This is an optimization exercise on Yosys and OpenROAD, whose aim is small area, not a production implementation. In this exercise RTL edits were held to simulation tests only and were not proved equivalent to the original. The clock port is modelled as an ideal driver; clocking choices that lean on that would not hold on a real chip.

==> run Z <==
Design HuffmanCoding, start of the top module:
module HuffmanCoding(clk,rst_n,start,data_in,output_start,output_data,output_done);
  input rst_n;
  input clk;
  input start;
  input [3:0]data_in;
  output output_data;
  output output_done;
  output output_start;
  localparam [2:0] S_IDLE=3'd0, S_CNT=3'd1, S_WAIT=3'd2, S_TREE=3'd3, S_OUT0=3'd4, S_OUT=3'd5, S_DONE=3'd6;
  localparam [8:0] INF=9'h1FF;
  reg [2:0] st;
  reg [8:0] n;       
  reg [3:0] c;       
  reg [1:0] ph;      
  reg [4:0] tq;      
  reg [1:0] tr;      
  reg tab;           
  reg [9:0] sr;      
  reg ostart;
  reg [3:0] d1, d0;
  reg [9:0] mem [0:85];
  function [9:0] dpd_enc;
    input [3:0] a; input [3:0] b; input [3:0] e;
    begin
      case ({a[3],b[3],e[3]})
        3'b000: dpd_enc = {a[2:0], b[2:0], 1'b0, e[2:0]};
        3'b001: dpd_enc = {a[2:0], b[2:0], 1'b1, 2'b00, e[0]};
        3'b010: dpd_enc = {a[2:0], e[2:1], b[0], 1'b1, 2'b01, e[0]};
        3'b011: dpd_enc = {a[2:0], 2'b10, b[0], 1'b1, 2'b11, e[0]};
        3'b100: dpd_enc = {e[2:1], a[0], b[2:0], 1'b1, 2'b10, e[0]};
        3'b101: dpd_enc = {b[2:1], a[0], 2'b01, b[0], 1'b1, 2'b11, e[0]};
        3'b110: dpd_enc = {e[2:1], a[0], 2'b00, b[0], 1'b1, 2'b11, e[0]};
        default: dpd_enc = {2'b00, a[0], 2'b11, b[0], 1'b1, 2'b11, e[0]};
      endcase
    end
  endfunction
  function [3:0] dpd_dig;
    input [9:0] w; input [1:0] k;
    reg p,q,r,s,t,u,v,x,y,z;
  ...
make LEC_CHECK=0 ABC_AREA=1 CAP_MARGIN=20 CORE_MARGIN=2 CORE_UTILIZATION=65 CTS_BUF_LIST=sky130_fd_sc_hd__clkbuf_16 CTS_CLUSTER_DIAMETER=80 CTS_CLUSTER_SIZE=30 PLACE_DENSITY=0.75 SLEW_MARGIN=20 finish   # period 8.0 ns
run.sh (not shown) runs the stock make flow with config.mk's settings and CLKGATE_MAP_FILE= SYNTH_SCRIPT=/design/flow/synth_recipe.tcl, a recipe that flattens the netlist after the stock synthesis.
==> run F (differences from run Z) <==
--- a/flow/design.v
+++ b/flow/design.v
@@ -10,16 +10,29 @@
   localparam [2:0] S_IDLE=3'd0, S_CNT=3'd1, S_WAIT=3'd2, S_TREE=3'd3, S_OUT0=3'd4, S_OUT=3'd5, S_DONE=3'd6;
   localparam [8:0] INF=9'h1FF;
   reg [2:0] st;
   reg [8:0] n;       
   reg [3:0] c;       
   reg [1:0] ph;      
-  reg [4:0] tq;      
-  reg [1:0] tr;      
+  reg [3:0] tq;      
+  reg [2:0] tr;
   reg tab;           
-  reg [9:0] sr;      
+  reg [42:0] shr;
+  wire [9:0] q0 = shr[9:0];      
+  wire [9:0] q1 = shr[19:10];    
+  wire [9:0] cw = shr[29:20];    
+  wire [9:0] sr = shr[39:30];    
+  wire [8:0] m1v = shr[8:0];     
+  wire [3:0] m1i = shr[12:9];
+  wire [8:0] m2v = shr[21:13];   
+  wire [3:0] m2i = shr[25:22];
+  wire [3:0] ra = shr[29:26];    
+  wire [3:0] rb = shr[33:30];
+  wire [8:0] rsum = shr[42:34];
+  reg upd;           
+  wire updt = upd && (st==S_TREE);
   reg ostart;
   reg [3:0] d1, d0;
   reg [9:0] mem [0:85];
   function [9:0] dpd_enc;
     input [3:0] a; input [3:0] b; input [3:0] e;
     begin
@@ -64,37 +77,34 @@
   always @(posedge clk) begin
     d1 <= d0;
     d0 <= data_in;
     mem[0] <= wr ? dpd_enc(d1, d0, data_in) : mem[85];
     for (i=1; i<86; i=i+1) mem[i] <= mem[i-1];
   end
-  reg [9:0] nw, cw;
+  reg [1:0] qn;
+  reg [9:0] tapg [0:3];
   reg [9:0] tapw;
   always @(*) begin
-    tapw = 10'd0;
-    for (i=0; i<29; i=i+1)
-      if (tq==i) tapw = tapw | mem[3*i];
-  end
-  wire [3:0] rdig = dpd_dig((ph==2'd0) ? nw : cw, ph);
+    for (i=0; i<4; i=i+1) tapg[i] = 10'd0;
+    for (i=0; i<15; i=i+1)
+      if (tq[1:0]==(i%4)) tapg[i/4] = mem[6*i];
+    tapw = tapg[tq[3:2]];
+  end
+  wire [3:0] rdig = dpd_dig((ph==2'd0) ? q0 : cw, ph);
   reg [8:0] w [0:9];
   reg pd [0:9];
   reg [3:0] pt [0:9];   
   reg [9:0] cd [0:9];   
   wire [3:0] s_next = tab ? n[3:0] : rdig;
   wire [3:0] s_sel = (st==S_CNT) ? data_in : s_next;
   wire [4:0] pos_raw = {1'b0,c} + 5'd9 - {1'b0,s_sel};
   wire [3:0] pos = (pos_raw >= 5'd10) ? pos_raw[3:0] - 4'd10 : pos_raw[3:0];
   wire cnt_en = (st==S_CNT) && !n[8];
-  reg [8:0] m1v, m2v;
-  reg [3:0] m1i, m2i;
-  reg [3:0] ra, rb;
-  reg [8:0] rsum;
   reg [4:0] t5;
-  wire upd = (st==S_TREE) && (n >= 9'd10);
   wire [8:0] hw = {w[9][8:4] + {4'd0,pd[9]}, w[9][3:0]};
-  wire [8:0] hw_t = (upd && c==ra) ? INF : (upd && c==rb) ? rsum : hw;
+  wire [8:0] hw_t = (updt && c==ra) ? INF : (updt && c==rb) ? rsum : hw;
   wire le1 = (hw_t <= m1v);
   wire le2 = (hw_t <= m2v);
   wire [8:0] nm1v = le1 ? hw_t : m1v;
   wire [3:0] nm1i = le1 ? c : m1i;
   wire [8:0] nm2v = le1 ? m1v : le2 ? hw_t : m2v;
   wire [3:0] nm2i = le1 ? m1i : le2 ? c : m2i;
@@ -110,33 +120,23 @@
       w[0] <= hw_t; pd[0] <= 1'b0;
     end else begin
       t5 = {1'b0, hw[3:0]} + ((cnt_en && pos==4'd9) ? 5'd1 : 5'd0);
       w[0] <= {hw[8:4], t5[3:0]};
       pd[0] <= t5[4];
     end
-    if (st==S_TREE) begin
-      if (c==4'd9) begin
-        ra <= nm1i; rb <= nm2i; rsum <= nm1v + nm2v;
-        m1v <= INF; m2v <= INF;
-      end else begin
-        m1v <= nm1v; m1i <= nm1i; m2v <= nm2v; m2i <= nm2i;
-      end
-    end else begin
-      m1v <= INF; m2v <= INF;
-    end
   end
   always @(posedge clk) begin
     for (i=0; i<9; i=i+1) begin
       pt[i+1] <= pt[i];
       cd[i+1] <= cd[i];
     end
     if (st==S_IDLE || st==S_CNT || st==S_WAIT) begin
       pt[0] <= c; cd[0] <= 10'd1;
-    end else if (upd && pt[9]==ra) begin
+    end else if (updt && pt[9]==ra) begin
       pt[0] <= rb; cd[0] <= {cd[9][8:0], 1'b0};
-    end else if (upd && pt[9]==rb) begin
+    end else if (updt && pt[9]==rb) begin
       pt[0] <= pt[9]; cd[0] <= {cd[9][8:0], 1'b1};
     end else begin
       pt[0] <= pt[9]; cd[0] <= cd[9];
     end
   end
   reg [9:0] code_sel;
@@ -179,34 +179,56 @@
           end
         end
         default: ;
       endcase
     end
   end
-  wire rp_back = (st==S_OUT || st==S_OUT0) && ld && (tab ? (n[3:0]==4'd9) : (!n[8] && ph==2'd2));
+  wire pop = (st==S_OUT) && ld && !tab && !n[8] && (ph==2'd0);
+  wire fetch = (st==S_OUT0 || st==S_OUT) && (tr==3'd0) && (qn!=2'd2 || pop);
   always @(posedge clk) begin
     if (st==S_CNT && n==9'd2) begin
-      tq <= 5'd0; tr <= 2'd0;
-    end else if (rp_back) begin
-      if (tr==2'd2) tr <= 2'd0;
-      else if (tq==5'd0) begin tq <= 5'd28; tr <= tr; end
-      else begin tq <= tq - 5'd1; tr <= tr + 2'd1; end
-    end else begin
-      if (tq==5'd28 && tr==2'd1) begin tq <= 5'd0; tr <= 2'd0; end
-      else if (tr==2'd2) begin tq <= tq + 5'd1; tr <= 2'd0; end
-      else tr <= tr + 2'd1;
-    end
-    if (tr==2'd0 && (tab || ph!=2'd0 || ld))
-      nw <= tapw;
-    if (ph==2'd0)
-      cw <= nw;
-  end
-  always @(posedge clk) begin
-    if (ld && !(st==S_OUT && !tab && n[8]))
-      sr <= code_sel;
-    else
-      sr <= {1'b0, sr[9:1]};
+      tq <= 4'd0; tr <= 3'd0; qn <= 2'd0;
+    end else begin
+      if (fetch) begin
+        if (tr>=3'd2) tr <= tr - 3'd2;
+        else if (tq==4'd0) tq <= 4'd14;
+        else begin tq <= tq - 4'd1; tr <= tr + 3'd4; end
+      end else begin
+        if (tq==4'd14 && tr==3'd1) begin tq <= 4'd0; tr <= 3'd0; end
+        else if (tr==3'd5) begin tq <= tq + 4'd1; tr <= 3'd0; end
+        else tr <= tr + 3'd1;
+      end
+      if (fetch && !pop) qn <= qn + 2'd1;
+      if (pop && !fetch) qn <= qn - 2'd1;
+    end
+  end
+  always @(posedge clk) begin
+    if (st==S_TREE) begin
+      if (c==4'd9) begin
+        upd <= 1'b1;
+        shr[29:26] <= nm1i; shr[33:30] <= nm2i; shr[42:34] <= nm1v + nm2v;
+        shr[8:0] <= INF; shr[21:13] <= INF;
+      end else begin
+        shr[8:0] <= nm1v; shr[12:9] <= nm1i; shr[21:13] <= nm2v; shr[25:22] <= nm2i;
+      end
+    end else if (st==S_OUT0 || st==S_OUT || st==S_DONE) begin
+      if (pop) begin
+        shr[9:0] <= (fetch && qn==2'd1) ? tapw : q1;
+        if (fetch) shr[19:10] <= tapw;
+      end else if (fetch) begin
+        if (qn==2'd0) shr[9:0] <= tapw; else shr[19:10] <= tapw;
+      end
+      if (pop)
+        shr[29:20] <= q0;
+      if (ld && !(st==S_OUT && !tab && n[8]))
+        shr[39:30] <= code_sel;
+      else
+        shr[39:30] <= {1'b0, sr[9:1]};
+    end else begin
+      upd <= 1'b0;
+      shr[8:0] <= INF; shr[21:13] <= INF;
+    end
   end
   assign output_data = sr[0];
   assign output_start = ostart;
   assign output_done = (st==S_OUT) && !tab && n[8] && sr_last;
 endmodule
==> flow/flow/run.sh (new file) <==
#!/bin/bash
# Own layout flow: the standard flow (standard.sh) with two changes.
#  1. Synthesis: the standard synthesis script, but ABC maps the logic with an
#     area-oriented script (flow/area.abc: dch + amap) instead of ORFS's.
#     Registers, names, flattening and renaming are exactly as standard.
#  2. CTS: larger sink clusters of clkbuf_16 and no dummy loads.
# Each tool's full output goes to a log file in the work folder.
set -euo pipefail
W=$(pwd)
cp flow/area.abc "$W/area.abc"
{
  echo 'proc abc {args} {'
  echo '  set i [lsearch -exact $args -script]'
  echo "  if {\$i >= 0} { set args [lreplace \$args \$i [expr {\$i+1}] -script $W/area.abc] }"
  echo '  yosys abc {*}$args'
  echo '}'
  cat synth_recipe.tcl
} > "$W/own_synth.tcl"
sed "s#SYNTH_SCRIPT=[^ ]*#SYNTH_SCRIPT=$W/own_synth.tcl#" standard.sh > "$W/own_standard.sh"
grep -q "SYNTH_SCRIPT=$W/own_synth.tcl" "$W/own_standard.sh"
export CTS_ARGS="-sink_clustering_enable -repair_clock_nets -sink_clustering_size 30 -sink_clustering_max_diameter 80 -buf_list sky130_fd_sc_hd__clkbuf_16 -dont_use_dummy_load"
bash "$W/own_standard.sh" finish > "$W/flow_make.log" 2>&1
==> flow/flow/area.abc (new file) <==
strash
dch
amap
topo
==> flow/standard.sh (new file) <==
#!/bin/bash
# synth_recipe.tcl (not shown) runs the flow's synth.tcl, then flattens the netlist and writes it again
# the make line also repeats each setting of config.mk as NAME=value (left out here)
make -C /OpenROAD-flow-scripts/flow DESIGN_CONFIG=/design/flow/config.mk WORK_HOME=/design/flow/orfs CLKGATE_MAP_FILE= SYNTH_SCRIPT=/design/flow/synth_recipe.tcl "${@:-finish}"
- CORE_UTILIZATION: 65 -> 75
- PLACE_DENSITY: 0.75 -> 0.85
removed: flow/run.sh
==> run X (differences from run Z) <==
--- a/flow/design.v
+++ b/flow/design.v
@@ -10,14 +10,13 @@
   localparam [2:0] S_IDLE=3'd0, S_CNT=3'd1, S_WAIT=3'd2, S_TREE=3'd3, S_OUT0=3'd4, S_OUT=3'd5, S_DONE=3'd6;
   localparam [8:0] INF=9'h1FF;
   reg [2:0] st;
   reg [8:0] n;       
   reg [3:0] c;       
   reg [1:0] ph;      
-  reg [4:0] tq;      
-  reg [1:0] tr;      
+  reg [6:0] rp;      
   reg tab;           
   reg [9:0] sr;      
   reg ostart;
   reg [3:0] d1, d0;
   reg [9:0] mem [0:85];
   function [9:0] dpd_enc;
@@ -64,58 +63,43 @@
   always @(posedge clk) begin
     d1 <= d0;
     d0 <= data_in;
     mem[0] <= wr ? dpd_enc(d1, d0, data_in) : mem[85];
     for (i=1; i<86; i=i+1) mem[i] <= mem[i-1];
   end
-  reg [9:0] nw, cw;
-  reg [9:0] tapw;
-  always @(*) begin
-    tapw = 10'd0;
-    for (i=0; i<29; i=i+1)
-      if (tq==i) tapw = tapw | mem[3*i];
-  end
-  wire [3:0] rdig = dpd_dig((ph==2'd0) ? nw : cw, ph);
-  reg [8:0] w [0:9];
-  reg pd [0:9];
+  wire [3:0] rdig = dpd_dig(mem[rp], ph);
+  reg [8:0] w [0:9];    
   reg [3:0] pt [0:9];   
   reg [9:0] cd [0:9];   
   wire [3:0] s_next = tab ? n[3:0] : rdig;
   wire [3:0] s_sel = (st==S_CNT) ? data_in : s_next;
   wire [4:0] pos_raw = {1'b0,c} + 5'd9 - {1'b0,s_sel};
   wire [3:0] pos = (pos_raw >= 5'd10) ? pos_raw[3:0] - 4'd10 : pos_raw[3:0];
   wire cnt_en = (st==S_CNT) && !n[8];
   reg [8:0] m1v, m2v;
   reg [3:0] m1i, m2i;
   reg [3:0] ra, rb;
   reg [8:0] rsum;
-  reg [4:0] t5;
   wire upd = (st==S_TREE) && (n >= 9'd10);
-  wire [8:0] hw = {w[9][8:4] + {4'd0,pd[9]}, w[9][3:0]};
+  wire [8:0] hw = w[9];
   wire [8:0] hw_t = (upd && c==ra) ? INF : (upd && c==rb) ? rsum : hw;
   wire le1 = (hw_t <= m1v);
   wire le2 = (hw_t <= m2v);
   wire [8:0] nm1v = le1 ? hw_t : m1v;
   wire [3:0] nm1i = le1 ? c : m1i;
   wire [8:0] nm2v = le1 ? m1v : le2 ? hw_t : m2v;
   wire [3:0] nm2i = le1 ? m1i : le2 ? c : m2i;
   always @(posedge clk) begin
-    for (i=0; i<9; i=i+1) begin
-      t5 = {1'b0, w[i][3:0]} + ((cnt_en && pos==i) ? 5'd1 : 5'd0);
-      w[i+1] <= {w[i][8:4], t5[3:0]};
-      pd[i+1] <= pd[i] | t5[4];
-    end
-    if (st==S_IDLE) begin
-      w[0] <= 9'd0; pd[0] <= 1'b0;
-    end else if (st==S_TREE) begin
-      w[0] <= hw_t; pd[0] <= 1'b0;
-    end else begin
-      t5 = {1'b0, hw[3:0]} + ((cnt_en && pos==4'd9) ? 5'd1 : 5'd0);
-      w[0] <= {hw[8:4], t5[3:0]};
-      pd[0] <= t5[4];
-    end
+    for (i=0; i<9; i=i+1)
+      w[i+1] <= w[i] + ((cnt_en && pos==i) ? 9'd1 : 9'd0);
+    if (st==S_IDLE)
+      w[0] <= 9'd0;
+    else if (st==S_TREE)
+      w[0] <= hw_t;
+    else
+      w[0] <= hw + ((cnt_en && pos==4'd9) ? 9'd1 : 9'd0);
     if (st==S_TREE) begin
       if (c==4'd9) begin
         ra <= nm1i; rb <= nm2i; rsum <= nm1v + nm2v;
         m1v <= INF; m2v <= INF;
       end else begin
         m1v <= nm1v; m1i <= nm1i; m2v <= nm2v; m2i <= nm2i;
@@ -179,29 +163,20 @@
           end
         end
         default: ;
       endcase
     end
   end
-  wire rp_back = (st==S_OUT || st==S_OUT0) && ld && (tab ? (n[3:0]==4'd9) : (!n[8] && ph==2'd2));
+  wire rp_back = (st==S_OUT) && ld && !tab && !n[8] && (ph==2'd2);
   always @(posedge clk) begin
-    if (st==S_CNT && n==9'd2) begin
-      tq <= 5'd0; tr <= 2'd0;
-    end else if (rp_back) begin
-      if (tr==2'd2) tr <= 2'd0;
-      else if (tq==5'd0) begin tq <= 5'd28; tr <= tr; end
-      else begin tq <= tq - 5'd1; tr <= tr + 2'd1; end
-    end else begin
-      if (tq==5'd28 && tr==2'd1) begin tq <= 5'd0; tr <= 2'd0; end
-      else if (tr==2'd2) begin tq <= tq + 5'd1; tr <= 2'd0; end
-      else tr <= tr + 2'd1;
-    end
-    if (tr==2'd0 && (tab || ph!=2'd0 || ld))
-      nw <= tapw;
-    if (ph==2'd0)
-      cw <= nw;
+    if (st==S_CNT && n==9'd2)
+      rp <= 7'd0;
+    else if (rp_back)
+      rp <= (rp < 7'd2) ? rp + 7'd84 : rp - 7'd2;
+    else
+      rp <= (rp == 7'd85) ? 7'd0 : rp + 7'd1;
   end
   always @(posedge clk) begin
     if (ld && !(st==S_OUT && !tab && n[8]))
       sr <= code_sel;
     else
       sr <= {1'b0, sr[9:1]};
- ABC_AREA: 1 -> default
- CTS_BUF_LIST: sky130_fd_sc_hd__clkbuf_16 -> default
- CTS_CLUSTER_DIAMETER: 80 -> default
- CTS_CLUSTER_SIZE: 30 -> default
==> flow_summary.ini <==
[status]
status = complete, no violations

[synthesis]
synth_seq_cells = 1178

[layout]
fin_nets = 3459
num-multi-input-gates = 1783

[global_route]
grt_pass1_vias = 29300

[worst_setup_path]
path_max_fanout = 18
crit_required_ns = 8.54
# the run above: run X

==> flow_summary.ini <==
[global_route]
grt_pass1_vias = 17600

[worst_setup_path]
crit_required_ns = 8.53
path_max_fanout = 23

[layout]
num-multi-input-gates = 1214

[status]
status = complete, no violations

[place]
placed_cell_area_um2 = 33400

[synthesis]
synthDistinctLibCells = 63
synth_seq_cells = 1207
synth_nets = 2757

[power]
comb-power_w = 0.00290
# the run above: run Z

==> flow_summary.ini <==
[status]
status = complete, no violations

[synthesis]
synth_seq_cells = 1181

[layout]
fin_nets = 2402

[worst_setup_path]
path_max_fanout = 11
crit_required_ns = 8.35
# the run above: run F

## what the ideal ports hide
Ports are ideal in the flow. The routed layouts listed here were re-timed in OpenROAD.
Step 1 sets driving cells, clkbuf_16 on the clock port and buf_2 on the other inputs (assumed; they add their load-dependent delay and slew).
Step 2, shift: input delay + t, output delay - t, t = (earliest + latest rising clock arrival at the registers) / 2. This alone moves slack from input paths to output paths.
Slacks: ideal / step 1 / step 2; pairs: ideal / step 1.
run | t, ns | setup WS [ns] | hold slack, ns | worst setup path after step 2 | worst data-port slew with drivers (ns)
run Z | 0.686 | 2.099 / 2.099 / 1.717 | 0.311 / 0.311 / 0.311 | input to register | 0.08
run F | 0.668 | 0.638 / 0.638 / 0.637 | 0.281 / 0.281 / 0.281 | input to register | 0.09
run X | 0.763 | 0.272 / 0.272 / 0.272 | 0.309 / 0.309 / 0.309 | register to register | 0.08
After both steps setup and hold are still met in every run listed. The setup slack of run Z, which loses most, moves by 0.000 ns with the drivers and by -0.382 ns with both steps.
